This is an optimization exercise on Yosys and OpenROAD, whose aim is small area, not a production implementation. The RTL was checked by simulation tests, not by an equivalence proof against the original design. No driver is modelled on the clock port, so clocking that relies on it looks cheaper here than on a real chip. Power and IR drop assume default switching activity.

==> build 4 <==
==> flow/design.v <==
`timescale 1ns / 1ps
module ultrasonic_fsm(
input wire clk,
input wire rst,
input wire echo,
output wire trig_start,
output wire [13:0] distance_measure
    );
    reg [2:0] ph;
    reg [12:0] r;
    reg [8:0] q;
    reg [8:0] d;
    wire trig = ph[2];
    wire idle = ~(ph[2] | ph[1] | ph[0]);
    wire wt   = ~ph[1] & ph[0];
    wire meas = ph[1] & ~ph[0];
    wire ten  = ph[1] & ph[0];
    wire r_wrap  = &(r | ~13'd5829);
    wire end_trg = &(r | ~13'd1599);
    wire end_wt  = &(q | ~9'd7)   & &(r | ~13'd5189);    
    wire end_ms  = &(q | ~9'd343) & &(r | ~13'd309);     
    wire end_tn  = &(q | ~9'd171) & &(r | ~13'd3069);    
    wire clr = idle | (trig & end_trg) | (wt & (echo | end_wt)) |
               (meas & (~echo | end_ms)) | (ten & end_tn);
    always @(posedge clk) begin
        if (rst) ph <= 3'b000;
        else if (idle) ph <= 3'b100;
        else if (trig) begin
            if (end_trg) ph <= 3'b001;
        end else if (wt) begin
            if (echo) ph <= 3'b010;
            else if (end_wt) ph <= 3'b100;
        end else if (meas) begin
            if (~echo) ph <= 3'b011;
            else if (end_ms) ph <= 3'b100;
        end else if (ten) begin
            if (end_tn) ph <= 3'b000;
        end
    end
    always @(posedge clk) begin
        if (clr | r_wrap) r <= 13'd0;
        else r <= r + 13'd1;
        if (clr) q <= 9'd0;
        else if (r_wrap) q <= q + 9'd1;
    end
    always @(posedge clk) begin
        if (rst) d <= 9'd0;
        else if (meas & ~echo) d <= q;
    end
    assign trig_start = trig;
    assign distance_measure = {5'd0, d};
endmodule
==> flow/run.sh <==
#!/bin/bash
# synth_recipe.tcl (not shown) runs the flow's synth.tcl, then flattens the netlist and writes it again
# the make line also repeats each setting of config.mk as NAME=value (left out here)
make -C /OpenROAD-flow-scripts/flow DESIGN_CONFIG=/design/flow/config.mk WORK_HOME=/design/flow/orfs CLKGATE_MAP_FILE= SYNTH_SCRIPT=/design/flow/synth_recipe.tcl finish
==> flow/config.mk <==
export PLATFORM = sky130hd
export DESIGN_NAME = ultrasonic_fsm
export DESIGN_NICKNAME = ultrasonic_fsm
export VERILOG_FILES = /design/flow/design.v
export SDC_FILE = /design/flow/constraint.sdc
export NUM_CORES = 4
export LEC_CHECK = 0
export CAP_MARGIN = 20
export CORE_MARGIN = 2
export CORE_UTILIZATION = 40
export SLEW_MARGIN = 20
==> flow/constraint.sdc <==
create_clock -name core_clock -period 25.0 [get_ports {clk}]
set_input_delay 5.0000 -clock core_clock [delete_from_list [all_inputs] [get_ports {clk}]]
set_output_delay 5.0000 -clock core_clock [all_outputs]
set_load 0.01 [all_outputs]
==> build 7: changes against build 4 <==
--- a/flow/design.v
+++ b/flow/design.v
@@ -9,3 +9,3 @@
     reg [2:0] ph;
-    reg [12:0] r;
+    reg [12:0] z;    
     reg [8:0] q;
@@ -17,7 +17,11 @@
     wire ten  = ph[1] & ph[0];
-    wire r_wrap  = &(r | ~13'd5829);
-    wire end_trg = &(r | ~13'd1599);
-    wire end_wt  = &(q | ~9'd7)   & &(r | ~13'd5189);    
-    wire end_ms  = &(q | ~9'd343) & &(r | ~13'd309);     
-    wire end_tn  = &(q | ~9'd171) & &(r | ~13'd3069);    
+    wire r_wrap  = (((z ^ 13'd209) & 13'd5885) == 13'd0);   
+    wire r_trg   = (((z ^ 13'd294) & 13'd2415) == 13'd0);   
+    wire r_wt    = (((z ^ 13'd3160) & 13'd4059) == 13'd0);   
+    wire r_ms    = (((z ^ 13'd4120) & 13'd5145) == 13'd0);   
+    wire r_tn    = (((z ^ 13'd528) & 13'd2038) == 13'd0);   
+    wire end_trg = r_trg;
+    wire end_wt  = &(q | ~9'd7)   & r_wt;     
+    wire end_ms  = &(q | ~9'd343) & r_ms;     
+    wire end_tn  = &(q | ~9'd171) & r_tn;     
     wire clr = idle | (trig & end_trg) | (wt & (echo | end_wt)) |
@@ -40,4 +44,4 @@
     always @(posedge clk) begin
-        if (clr | r_wrap) r <= 13'd0;
-        else r <= r + 13'd1;
+        if (clr | r_wrap) z <= 13'd5200;
+        else z <= {~z[11:0], ~(z[0] ^ z[12])};
         if (clr) q <= 9'd0;
==> flow/flow/run.sh (new file) <==
#!/bin/bash
# Own layout flow: the standard synthesis, then an area-oriented ABC
# re-mapping of the combinational logic (registers kept as synthesized),
# then the standard ORFS layout with small port buffers and a single clock
# buffer in place of the clock tree. Each tool's output goes to its own log.
set -euo pipefail
W=$PWD
RES=$W/orfs/results/$FLOW_PLATFORM/ultrasonic_fsm/base
LIB=$FLOW_HOME/platforms/$FLOW_PLATFORM/lib/sky130_fd_sc_hd__tt_025C_1v80.lib
CLKBUF=$(cut -d" " -f1 flow/clkbuf.txt)
NCLK=$(cut -d" " -f2 flow/clkbuf.txt)

bash standard.sh $RES/1_2_yosys.v > $W/synth.log 2>&1

cp $RES/1_2_yosys.v $W/synth_standard.v
DU=$(sed -n '/^export DONT_USE_CELLS/,/^$/p' $FLOW_HOME/platforms/$FLOW_PLATFORM/config.mk | tr -d '\\' | grep -o 'sky130_fd_sc_hd__[a-z0-9_]*' | sed 's/^/-dont_use /' | tr '\n' ' ')
reopt() {  # reopt NAME ABC-SCRIPT
  echo "$2" > $W/$1.abc
  cat > $W/$1.ys <<EOS
read_liberty -ignore_miss_func $LIB
read_verilog $W/synth_standard.v
hierarchy -top $FLOW_TOP
blackbox sky130_fd_sc_hd__dfxtp_1
flatten
hierarchy -top $FLOW_TOP
opt -purge
abc -liberty $LIB $DU -script $W/$1.abc
opt_clean -purge
setundef -zero
hilomap -singleton -hicell sky130_fd_sc_hd__conb_1 HI -locell sky130_fd_sc_hd__conb_1 LO
splitnets
opt_clean -purge
insbuf -buf sky130_fd_sc_hd__buf_1 A X
tee -o $W/$1_stat.txt stat -liberty $LIB
write_verilog -noexpr -noattr -nohex -nodec $W/$1.v
EOS
  timeout 900 yosys -s $W/$1.ys > $W/$1.log 2>&1 || true
  grep 'Chip area' $W/$1_stat.txt 2>/dev/null | awk '{print $NF}' || true
}
best=""; bestA=1e9
for cand in "ra|strash; dc2; balance; rewrite -z; refactor -z; rewrite -z; dch -f; map -a; topo" \
            "rb|strash; &get -n; &deepsyn -T 60; &put; map -a; topo"; do
  n=${cand%%|*}; s=${cand#*|}
  a=$(reopt $n "$s")
  echo "$n $a" >> $W/reopt_summary.txt
  if [[ -n "$a" ]] && python3 -c "import sys; sys.exit(0 if $a < $bestA else 1)"; then best=$n; bestA=$a; fi
done
echo "best $best $bestA" >> $W/reopt_summary.txt
cp $W/$best.v $RES/1_2_yosys.v

bash standard.sh "BUFFER_PORTS_ARGS=-buffer_cell sky130_fd_sc_hd__buf_1" SKIP_REPAIR_TIE_FANOUT=1 \
  PRE_CTS_TCL=$W/flow/pre_cts.tcl "CTS_ARGS=-clk_nets clk" MY_CLKBUF=$CLKBUF MY_NCLK=$NCLK finish > $W/layout.log 2>&1
==> flow/flow/clkbuf.txt (new file) <==
sky130_fd_sc_hd__clkbuf_16 1
==> flow/flow/pre_cts.tcl (new file) <==
# Replace the clock tree: split the register clock pins into MY_NCLK groups by
# location (k-means) and drive each group from one MY_CLKBUF buffer placed at
# the group's centre; the clock port drives only these buffers.
set block [ord::get_db_block]
set clknet [$block findNet clk]
set master [[ord::get_db] findMaster $::env(MY_CLKBUF)]
set k $::env(MY_NCLK)
set pins {}
foreach it [$clknet getITerms] {
  set loc [[$it getInst] getLocation]
  lappend pins [list $it [lindex $loc 0] [lindex $loc 1]]
}
set n [llength $pins]
set pins [lsort -real -index 1 $pins]
# initial centres: spread along x
set cx {}; set cy {}
for {set j 0} {$j < $k} {incr j} {
  set p [lindex $pins [expr {int(($j + 0.5) * $n / $k)}]]
  lappend cx [lindex $p 1]; lappend cy [lindex $p 2]
}
for {set iter 0} {$iter < 20} {incr iter} {
  set asg {}
  foreach p $pins {
    set best 0; set bd 1e18
    for {set j 0} {$j < $k} {incr j} {
      set d [expr {pow([lindex $p 1] - [lindex $cx $j], 2) + pow([lindex $p 2] - [lindex $cy $j], 2)}]
      if {$d < $bd} { set bd $d; set best $j }
    }
    lappend asg $best
  }
  set ncx {}; set ncy {}
  for {set j 0} {$j < $k} {incr j} {
    set sx 0.0; set sy 0.0; set m 0
    foreach p $pins a $asg { if {$a == $j} { set sx [expr {$sx + [lindex $p 1]}]; set sy [expr {$sy + [lindex $p 2]}]; incr m } }
    if {$m > 0} { lappend ncx [expr {$sx / $m}]; lappend ncy [expr {$sy / $m}] } else { lappend ncx [lindex $cx $j]; lappend ncy [lindex $cy $j] }
  }
  set cx $ncx; set cy $ncy
}
for {set j 0} {$j < $k} {incr j} {
  set newnet [odb::dbNet_create $block clk_root_$j]
  $newnet setSigType CLOCK
  set inst [odb::dbInst_create $block $master clkbuf_root_$j]
  set m 0
  foreach p $pins a $asg {
    if {$a == $j} { set it [lindex $p 0]; $it disconnect; $it connect $newnet; incr m }
  }
  [$inst findITerm A] connect $clknet
  [$inst findITerm X] connect $newnet
  $inst setLocation [expr {int([lindex $cx $j])}] [expr {int([lindex $cy $j])}]
  $inst setPlacementStatus PLACED
  puts "pre_cts: clkbuf_root_$j drives $m clock pins"
}
==> flow/standard.sh (new file) <==
#!/bin/bash
# synth_recipe.tcl (not shown) runs the flow's synth.tcl, then flattens the netlist and writes it again
# the make line also repeats each setting of config.mk as NAME=value (left out here)
make -C /OpenROAD-flow-scripts/flow DESIGN_CONFIG=/design/flow/config.mk WORK_HOME=/design/flow/orfs CLKGATE_MAP_FILE= SYNTH_SCRIPT=/design/flow/synth_recipe.tcl "${@:-finish}"
removed: flow/run.sh
==> trial 23: changes against build 4 <==
==> flow/design.v (replaced) <==
`timescale 1ns / 1ps
module ultrasonic_fsm(
input wire clk,
input wire rst,
input wire echo,
output reg trig_start,
output wire [13:0] distance_measure
    );
    localparam [2:0]
        IDLE = 0,
        TRIG = 1,
        WAIT = 2,
        MEASURE = 3,
        TENMS = 4;
    reg [2:0] current_state, next_state;
    reg [10:0] cnt12us;
    reg waiting_start;
    reg [15:0] cnt460us;
    reg measure_start;
    reg [24:0] cnt25ms;
    reg tenms_start;
    reg [19:0] cnt10ms;
    always @(posedge clk) begin
        if (rst) current_state <= IDLE;
        else current_state <= next_state;
    end
    always @(*) begin
        next_state = current_state;
        trig_start = 0;
        waiting_start = 0;
        measure_start = 0;
        tenms_start = 0;
        case(current_state)
            IDLE: begin
            if (rst == 0 ) next_state = TRIG;
            end
            TRIG: begin
            trig_start = 1;
            if (cnt12us >=1_599) next_state = WAIT;
            end
            WAIT: begin
            waiting_start = 1;
            if (echo) next_state = MEASURE;
            else if (cnt460us >= 45_999) next_state = TRIG;
            end
            MEASURE: begin
            measure_start = 1;
            if (echo == 0) begin             
            next_state = TENMS;
            end else if (cnt25ms >= 25'd1_999_999) next_state = TRIG;
            end
            TENMS: begin
            tenms_start = 1;
            if (cnt10ms >= 20'd999_999) next_state = IDLE;
            end
            default: next_state = IDLE;
        endcase
    end    
    always @(posedge clk) begin
        if (trig_start == 0) begin
        cnt12us <= 0; 
        end else if (cnt12us == 1_599) begin
        cnt12us <= 0;
        end else cnt12us <= cnt12us + 1;
    end 
    always @(posedge clk) begin
        if (waiting_start == 0) begin
          cnt460us <= 0;
        end else if (cnt460us == 45_999) begin
          cnt460us <= 0;
        end else cnt460us <= cnt460us + 1;
    end
    always @(posedge clk) begin
        if (measure_start == 0) begin
          cnt25ms <= 0;
        end else if (cnt25ms == 1_999_999) begin
          cnt25ms <= 0;
        end else cnt25ms <= cnt25ms + 1;
    end
    always @(posedge clk) begin
        if (tenms_start == 0) begin
          cnt10ms <= 0;
        end else if (cnt10ms == 999_999) begin
          cnt10ms <= 0;
        end else cnt10ms <= cnt10ms + 1;
    end
    reg [24:0] distance;
    always @(posedge clk) begin
    if (rst) distance <= 0;
    else if (current_state == MEASURE && (echo == 0)) begin
        distance <= cnt25ms;
    end
    end    
    assign distance_measure = distance/5830;
endmodule
==> notes <==
Build 4 completed with no timing, DRC or antenna violations. Build 7 completed without violations. Trial 23 produced a clean layout.
Critical path depth: build 7 is higher than build 4 (5).
The lowest via count belongs to build 7, the highest to trial 23.
Combinational power, lowest first: build 4, build 7, trial 23.
The lowest global-route usage belongs to build 7, the highest to trial 23.
Area after synthesis: trial 23 > build 4 > build 7.
The lowest power belongs to build 7, the highest to trial 23.
Clock power, lowest first: build 7, build 4, trial 23.
In build 7 the register-to-register slack is lower than in build 4, by 160 ps.
Fmax: trial 23 < build 7 < build 4.
Between build 7 and build 4, the lower synthesized cell count is in build 7 (gap about 9%, measured against build 4).
Between trial 23 and build 4, the lower setup slack is in trial 23 (gap 16000 ps).
==> figures <==
item                                                                     build 4         build 7                  trial 23
Biggest area consumer among synthesized cells           sky130_fd_sc_hd__dfxtp_1               -  sky130_fd_sc_hd__dfxtp_1
Gate count of the mapped netlist                                             192             174                      1503
Setup Slack @ Placement                                                 18100 ps        18290 ps                   3440 ps
Rel. slew slack                                                            0.415               -                     0.318
Synth Cell Area                                                         1810 µm²        1310 µm²                 10700 µm²
Area after DPL                                                          1890 µm²        1360 µm²                 10900 µm²
Placed Cells incl. Taps                                                      245             217                      1779
Worst-case hold path end point                                              d[6]           z[12]               cnt460us[0]
Signal buffers share of area                                              0.0607               -                    0.0164
Mux contribution to synthesized area                                      0.0692               -                    0.0504
Status                                                            finished clean  finished clean            finished clean
TritonCTS clock tree                                                         yes               -                       yes
Leakage component of the power                                          0.616 nW        0.471 nW                   3.70 nW
Final clock period utilization by the worst path                           0.262           0.262                     0.886
Count of plain and timing-repair buffers in the layout                        12               -                        20
Number of nets at the end of the flow                                        206             179                      1462
Inverters, non-clock                                                           5              25                        41
Placer's final routability congestion estimate                             0.873           0.814                     0.851
Share of total power consumed by net switching                             0.223           0.221                     0.238
Vertical extent of the die                                               71.2 µm         61.1 µm                    167 µm
Num sequential                                                                34              34                        99
Multi-input gate share of the layout cell area                             0.507           0.349                     0.728
Worst Hold Depth                                                               2               1                         1

-- static timing again, ports no longer ideal --
Ports are ideal in the flow. The routed layouts listed here were re-timed in OpenROAD. Step 1, drivers: a clkbuf_16 drives clk and a buf_2 each remaining input, both assumed. Step 2 times the ports against the registers' clock, not the clock port: input delays grow and output delays shrink by t, the midpoint of the rising clock arrivals with the driver on. Slacks: ideal / step 1 / step 2; pairs: ideal / step 1.
run | t, ns | setup slack, ns | worst register clock-pin slew, ns | pins driven straight from the clock port
build 4 | 0.305 | 18.461 / 18.461 / 18.156 | 0.07 / 0.07 | 1
build 7 | 0.205 | 18.455 / 18.464 / 18.260 | 0.12 / 0.12 | 1
trial 23 | 0.374 | 2.847 / 2.810 / 3.184 | 0.07 / 0.07 | 1
After both steps setup and hold are still met in every run listed. The setup slack of build 4, which loses most, moves by 0.000 ns with the drivers and by -0.305 ns with both steps.
